Context: an optimization exercise on an open-source flow, tuned for small area. The choices shown serve that exercise and are no tape-out recipe.
Only simulation tests tie the RTL to the original design; equivalence was not proved.
Power is estimated from default activity; no workload was simulated.

==> flow/config.mk <==
export PLATFORM = sky130hd
export DESIGN_NAME = EggTimer
export DESIGN_NICKNAME = EggTimer
export VERILOG_FILES = /design/flow/design.v
export SDC_FILE = /design/flow/constraint.sdc
export NUM_CORES = 4
export LEC_CHECK = 0
export CAP_MARGIN = 20
export CORE_MARGIN = 2
export CORE_UTILIZATION = 40
export SLEW_MARGIN = 20
==> flow/constraint.sdc <==
create_clock -name core_clock -period 20.0 [get_ports {CLOCK_50}]
set_input_delay 4.0000 -clock core_clock [delete_from_list [all_inputs] [get_ports {CLOCK_50}]]
set_output_delay 4.0000 -clock core_clock [all_outputs]
set_load 0.01 [all_outputs]
==> flow/design.v <==
module ClockDivider(clk, reset, clockOut, tick);
	parameter frequency = 50000000;
	input clk, reset;
	output clockOut;
	output tick;
	reg clockOutReg;
	assign clockOut = clockOutReg;
	reg[31:0] counter;
	assign tick = (counter == frequency) & ~clockOutReg;
	always @ (posedge clk) begin
		if(reset) begin
			counter <= 32'd0;
			clockOutReg <= 1'b0;
		end
		else begin
			counter <= counter + 1;
			if(counter == frequency) begin
				clockOutReg <= ~clockOutReg;
				counter <= 32'd0;
			end
		end
	end  
endmodule
module TimerController(clk, reset, set, startStop, isTimeFlat, 
	flashEn, decEn, timeWrtEn, initValEn, minEn);
	parameter Reset = 3'b000, SetSec = 3'b001, SetMin = 3'b010, WaitForStart = 3'b011, 
		RunTimer = 3'b100, Flash = 3'b101;
	input clk, reset, set, startStop, isTimeFlat;
	output reg flashEn, decEn, timeWrtEn, initValEn, minEn;
	reg[2:0] state;
	always @ (posedge clk) begin
		if(reset) state <= reset;
		else begin
			case(state)
				Reset: begin
					if(set) state <= SetSec;
				end
				SetSec: begin
					if(set) state <= SetMin;
				end
				SetMin: begin
					if(set) state <= WaitForStart;
				end
				WaitForStart: begin
					if(startStop) state <= RunTimer;
				end
				RunTimer: begin
					if(startStop) state <= WaitForStart;
					else if(isTimeFlat) state <= Flash;
				end
				Flash: begin
					if(reset) state <= SetSec;
				end
				default: begin
					state <= Reset;
				end
			endcase
		end
	end
	always @ (state) begin
		case(state)
			Reset: begin
				flashEn <= 1'b0;  
				decEn <= 1'b0;  
				timeWrtEn <= 1'b0;  
				initValEn <= 1'b0;  
				minEn <= 1'b0;  
			end
			SetSec: begin
				flashEn <= 1'b0;
				decEn <= 1'b0;
				timeWrtEn <= 1'b1;
				initValEn <= 1'b1;
				minEn <= 1'b0;
			end
			SetMin: begin
				flashEn <= 1'b0;
				decEn <= 1'b0;
				timeWrtEn <= 1'b1;
				initValEn <= 1'b1;
				minEn <= 1'b1;
			end
			WaitForStart: begin
				flashEn <= 1'b0;
				decEn <= 1'b0;
				timeWrtEn <= 1'b0;
				initValEn <= 1'b0;
				minEn <= 1'b0;
			end
			RunTimer	: begin
				flashEn <= 1'b0;
				decEn <= 1'b1;
				timeWrtEn <= 1'b0;
				initValEn <= 1'b0;
				minEn <= 1'b0;
			end
			Flash: begin
				flashEn <= 1'b1;
				decEn <= 1'b0;
				timeWrtEn <= 1'b0;
				initValEn <= 1'b0;
				minEn <= 1'b0;
			end
			default: begin
				flashEn <= 1'b0;
				decEn <= 1'b0;
				timeWrtEn <= 1'b0;
				initValEn <= 1'b0;
				minEn <= 1'b0;
			end
		endcase
	end
endmodule
module TimeRegister(clk, reset, wrtEn, minEn, dIn, dOut);
	input clk, reset, wrtEn, minEn;
	input[7:0] dIn;
	output reg [15:0] dOut;
	always @ (posedge clk) begin
		if(reset == 1'b1)
			dOut <= 16'h0000;
		else begin
			if(wrtEn) begin
				if(minEn == 1'b1) dOut[15:8] <= dIn;
				else dOut[7:0] <= dIn;
			end
		end
	end
endmodule
module SwitchValidator(clk, timeVal, validTime);
	input clk;
	input[15:0] timeVal;
	output reg [15:0] validTime;
	always @(posedge clk) begin
			if(timeVal[15:12] > 4'h5)
				validTime[15:12] <= 4'b0101;
			else
				validTime[15:12] <= timeVal[15:12];
			if(timeVal[11:8] > 4'h9)
				validTime[11:8] <= 4'h9;
			else
				validTime[11:8] <= timeVal[11:8];
			if(timeVal[7:4] > 4'h5)
				validTime[7:4] <= 4'b0101;
			else
				validTime[7:4] <= timeVal[7:4];
			if(timeVal[3:0] > 4'h9)
				validTime[3:0] <= 4'h9;
			else
				validTime[3:0] <= timeVal[3:0];
	end
endmodule
module DecrementTime(clk, tick, reset, wrtEn, decEn, minsSecsIn, 
	secOnes, secTens, minOnes, minTens);
	input clk, tick, reset, wrtEn, decEn;
	input[15:0] minsSecsIn;
	output reg[3:0] secOnes, secTens, minOnes, minTens;
	always @ (posedge clk) begin
		if(reset == 1'b1) begin
			secOnes <= 4'h0;
			secTens <= 4'h0;
			minOnes <= 4'h0;
			minTens <= 4'h0;
		end
		else if(tick == 1'b1 && wrtEn == 1'b1) begin
			secOnes <= minsSecsIn[3:0];
			secTens <= minsSecsIn[7:4];
			minOnes <= minsSecsIn[11:8];
			minTens <= minsSecsIn[15:12];
		end
		else if(tick == 1'b1 && decEn == 1'b1) begin
			secOnes <= secOnes - 4'h1;
			if(secOnes == 4'h0) begin
				secOnes <= 4'h9;
				secTens <= secTens - 4'h1;
				if(secTens == 4'h0) begin
					secTens <= 4'h5;
					minOnes <= minOnes - 4'h1;
					if(minOnes == 4'h0) begin
						minOnes <= 4'h9;
						minTens <= minTens - 4'h1;
						if(minTens == 4'h0) begin  
							minOnes <= 4'h0;
							minTens <= 4'h0;
							secOnes <= 4'h0;
							secTens <= 4'h0;
						end
					end
				end  
			end  
		end  
	end  
endmodule
module FlashLights(clk, flashEn, ledr);
	input clk, flashEn;
	output[9:0] ledr;
	reg[9:0] ledr;
	always @(posedge clk) begin
		if(flashEn)
			ledr[9:0] = 10'b1111111111;
		else
			ledr[9:0] = 10'b0000000000;
	end
endmodule
module dec2_7seg(input [3:0] num, output[6:0] display);
	assign display =
	num == 0 ? ~7'b0111111 :
	num == 1 ? ~7'b0000110 :
	num == 2 ? ~7'b1011011 :
	num == 3 ? ~7'b1001111 :
	num == 4 ? ~7'b1100110 :
	num == 5 ? ~7'b1101101 :
	num == 6 ? ~7'b1111101 :
	num == 7 ? ~7'b0000111 :
	num == 8 ? ~7'b1111111 :
	num == 9 ? ~7'b1100111 :
	7'b1111111;  
endmodule
module EggTimer(CLOCK_50, KEY, SW, HEX3, HEX2, HEX1, HEX0, LEDR);
	input CLOCK_50;
	input [2:0] KEY;
	input[7:0] SW;
	output[6:0] HEX3;
	output[6:0] HEX2;
	output[6:0] HEX1;
	output[6:0] HEX0;
	output[9:0] LEDR;
	wire reset = ~KEY[0];
	wire set = ~KEY[1];
	wire startStop = ~KEY[2];
	wire clk = CLOCK_50;
	wire oneSecClock, oneSecTick;
	ClockDivider #(15000) dcd(clk, reset, oneSecClock, oneSecTick);
	wire halfSecClock, halfSecTick;
	ClockDivider #(12500) fcd(clk, reset, halfSecClock, halfSecTick);
	wire [3:0] secOnes, secTens, minOnes, minTens;
	wire isTimeFlat = ({secOnes, secTens, minOnes, minTens} == 0) ? 1 : 0;
	wire flashEn, decEn, timeWrtEn, initDecEn, minEn;	
	TimerController tc(clk, reset, set, startStop, isTimeFlat, 
		flashEn, decEn, timeWrtEn, initDecEn, minEn);
	wire[15:0] initMinsSecs;
	TimeRegister tr(clk, reset, timeWrtEn, minEn, SW, initMinsSecs);
	wire[15:0] validInitMinsSecs;
	SwitchValidator sv(clk, initMinsSecs, validInitMinsSecs);
	DecrementTime dt(clk, oneSecTick, reset, initDecEn, decEn, validInitMinsSecs, 
		secOnes, secTens, minOnes, minTens);
	FlashLights fl(clk, flashEn & halfSecClock, LEDR);
	dec2_7seg d1(secOnes, HEX0);
	dec2_7seg d2(secTens, HEX1);
	dec2_7seg d3(minOnes, HEX2);
	dec2_7seg d4(minTens, HEX3);
endmodule
==> flow/run.sh <==
#!/bin/bash
# synth_recipe.tcl (not shown) runs the flow's synth.tcl, then flattens the netlist and writes it again
# the make line also repeats each setting of config.mk as NAME=value (left out here)
make -C /OpenROAD-flow-scripts/flow DESIGN_CONFIG=/design/flow/config.mk WORK_HOME=/design/flow/orfs CLKGATE_MAP_FILE= SYNTH_SCRIPT=/design/flow/synth_recipe.tcl finish
==> run summary <==
-- cells by family (layout without fill, tap and decap cells) --
family                   count (synthesis)  after routing  synth area share, %
adder cells (fa/ha/maj)                  4              4                0.826
AND/OR/NAND/NOR                        350            350                 30.9
multiplexers                            22             22                 3.65
buffers and inverters                   70             98                 5.45
other                                    1              2               0.0619
flip-flops                             118            118                 39.1
AO/OA/AOI/OAI                           94             94                 10.3
XOR/XNOR                                66             66                 9.66
-- synthesized netlist by cell type (4+ instances only) --
library cell,number
inv_1,16
buf_2,6
and4_1,16
nand2b_1,9
buf_1,4
a21oi_1,22
mux2i_1,21
a31oi_1,9
buf_4,12
nor4_2,5
nor3_1,11
clkbuf_1,30
nand3_1,34
nand2_1,60
nor4b_1,4
o22a_1,4
nand4_1,20
nor4_1,18
ha_1,4
dfxtp_1,117
xor2_1,31
o21ai_0,32
nor2_1,125
xnor2_1,34
and2_1,5
and3_1,7
nor2b_1,6
or2_2,4
-- path summary, 6_finish.rpt --
check                           depth (start not counted)                     endpoint
worst max register to register                          5   dcd.counter[23]$_SDFF_PP0_
worst max-delay path                                    5                      HEX0[3]
worst min-delay path                                    0  sv.validTime[11]$_SDFF_PN1_
worst min register to register                          0  sv.validTime[11]$_SDFF_PN1_
-- metrics by stage --
| stage | instances | utilization (%) | instance area, um^2 | worst slack, ps |
|---|---|---|---|---|
| final | 938 | 48.8 | 7140 | 13900 |
| after global routing | 938 | 48.8 | 7140 | 13710 |
| after CTS | 937 | 48.6 | 7120 | 13900 |
| after detailed placement | 907 | 44.6 | 6530 | 14090 |
| after global placement | 907 | 44.6 | 6530 | 14180 |
| after floorplan | 726 | - | 6060 | 14710 |
-- state kept, by name, indices dropped and copies added, names as in the netlist --
name             count
dcd.clockOutReg      1
dcd.counter         32
dt.minOnes           4
dt.minTens           4
dt.secOnes           4
dt.secTens           4
fcd.clockOutReg      1
fcd.counter         32
fl.ledr              1
sv.validTime        16
tc.state             3
tr.dOut             16
-- power by group --
group	switching, uW	internal [uW]	leakage [uW]	total (uW)
Combinational	15.7	11.4	0.00127	27.2
Clock	98.8	208	0.000288	306
Sequential	5.60	242	0.000958	248
-- layout make-up --
cell class                      count  area share, %
Multi-Input combinational cell    538           47.1
Sequential cell                   118           33.2
Inverter                           16          0.841
Tap cell                          184           3.22
Timing Repair Buffer               52           7.29
Clock buffer                       27           7.04
Clock inverter                      3           1.26
-- layer usage --
layer	track usage [%]	routed length, um	vias to the layer above
met5	0	0	-
met4	3.75	67	0
met3	5.19	495	6
met2	25.1	5950	97
met1	24.9	6960	2363
li1	-	-	2564
==> impl_metrics.env <==
export IMPL_maxCapViolCount=0
export IMPL_synthArstFlopShare_pct=0
export IMPL_nFillCells=1370
export IMPL_critPathLaunch="dt.secOnes[2]$_SDFFE_PN0P_"
export IMPL_power_density_nw_per_um2=81.4
export IMPL_fmax_mhz=164
export IMPL_clock_latency_ps=420
export IMPL_synth_cell_types=64
export IMPL_drive_gt1_share_pct=7.43
export IMPL_critical_path_buf_inv_count=2
export IMPL_skew_ps=13.0
export IMPL_final_cell_mix="nor2_1, dfxtp_1, nand2_1"
export IMPL_rsz0062_at_grt="no"
export IMPL_clock_path_buffers=2
export IMPL_dp_hpwl_um=9230
export IMPL_synth_largest_area_cell="dfxtp_1"
export IMPL_crit_path_start_kind="flip-flop"
export IMPL_h_tree_depth=4
export IMPL_power_uw=581
export IMPL_drt_total_wl_um=13500
export IMPL_cts_hold_buf=0
export IMPL_die_h_um=127
export IMPL_cp_arrival_ps=2100
export IMPL_syn_cell_area_um2=6060
export IMPL_grt_pass1_vias=4699
export IMPL_final_common_cell="nor2_1"
export IMPL_ant_nets=0
export IMPL_cp_slowest_cell="dfxtp_1"
export IMPL_drtIter0Drc=386
export IMPL_floorplan_initialDensity_pct=41.4
export IMPL_grt_max_degree=34
export IMPL_portBuffers=49
export IMPL_setup_viol=0
export IMPL_p_leak_uw=0.00252
export IMPL_cts_root_buffer="clkbuf_16"
export IMPL_grt_use_total_pct=17.1
export IMPL_synth_ff_type="dfxtp_1"
export IMPL_dieArea_um2=16200
export IMPL_cts_sinks=118
export IMPL_fp_dieW_um=127
export IMPL_whs_ps=396
export IMPL_nNetsFinal=759
export IMPL_ios=50
export IMPL_synth_edf_count=1
export IMPL_synth_seq_cells=118
export IMPL_gr_total_overflow=0
export IMPL_drc=0
export IMPL_synth_top_area_share_pct=38.6
export IMPL_hold_viol=0
export IMPL_clkTransAtPathRegs_ps=50
export IMPL_path_cells="inv_1 > nand2_1 > a21boi_0 > o21a_1 > clkdlybuf4s50_1"
export IMPL_max_slew_margin_pct=42.2
export IMPL_critical_path_endpoint_type="output pin"
export IMPL_postCtsResizedCells=0
export IMPL_cp_max_fo=12
export IMPL_finalSetupTns_ps=0
export IMPL_final_seq_area_um2=2370
export IMPL_critPathRequiredTime_ps=16000
export IMPL_hp_start="tr.dOut[11]$_SDFFE_PN0P_"
export IMPL_viasPerCell=5.36
export IMPL_hp_class="reg2reg"
export IMPL_num_vias=5030
export IMPL_post_cts_buffers=0
export IMPL_drtPass1Iterations=5
export IMPL_antenna_found_initial=0
export IMPL_fp_row_count=44
export IMPL_synth_area_leaders="dfxtp_1, nor2_1, xnor2_1, xor2_1, nand2_1"
export IMPL_ys_seq_area_share_pct=39.1
export IMPL_slowest_delay_ps=590
export IMPL_ys_warnings_count=7
export IMPL_status="complete, no violations"
export IMPL_cts_buffers_inserted=17
export IMPL_wl_per_cell_um=14.4
export IMPL_reg2reg_from="dcd.counter[22]$_SDFF_PP0_"
export IMPL_peakVddDrop_uv=96.2
export IMPL_fin_crit_sh_pct=30.5
export IMPL_tightest_slew_ps=863
export IMPL_gp_congestion=0.842
export IMPL_syn_inst=725
export IMPL_crit_type="reg2out"
export IMPL_grt_pass1_wl_um=22900
export IMPL_multi_input_comb_area_um2=3370
export IMPL_period_needed_ps=6100
export IMPL_crit_family="buffers and inverters"
export IMPL_area_delta_synth_final_pct=17.9
export IMPL_cts_tree="done"
export IMPL_slew_violations=0
export IMPL_diodes=0
export IMPL_synth_area_per_cell_um2=8.36
export IMPL_rrSetupSlack_ps=17710
export IMPL_coreArea_um2=14600

==> static timing again, ports no longer ideal <==
How much do the figures lean on ideal ports? The routed layout below was timed once more, with nothing changed but the port constraints. Step 1 sets driving cells, clkbuf_16 on the clock port and buf_2 on the other inputs (assumed; they add their load-dependent delay and slew). Step 2 times the ports against the registers' clock, not the clock port: input delays grow and output delays shrink by t, the midpoint of the rising clock arrivals with the driver on. Three values: no drivers, after step 1, after step 2; two values: the first two.
shift t [ns]: 0.449
slack for setup (ns): 13.897 / 13.859 / 14.019
hold slack, ns: 0.396 / 0.396 / 0.396
latest minus earliest clock arrival (ns): 0.013 / 0.013
worst register clock-pin slew, ns: 0.05 / 0.05
After both steps setup and hold are still met in this run. The setup slack of this run moves by -0.038 ns with the drivers and by +0.122 ns with both steps.
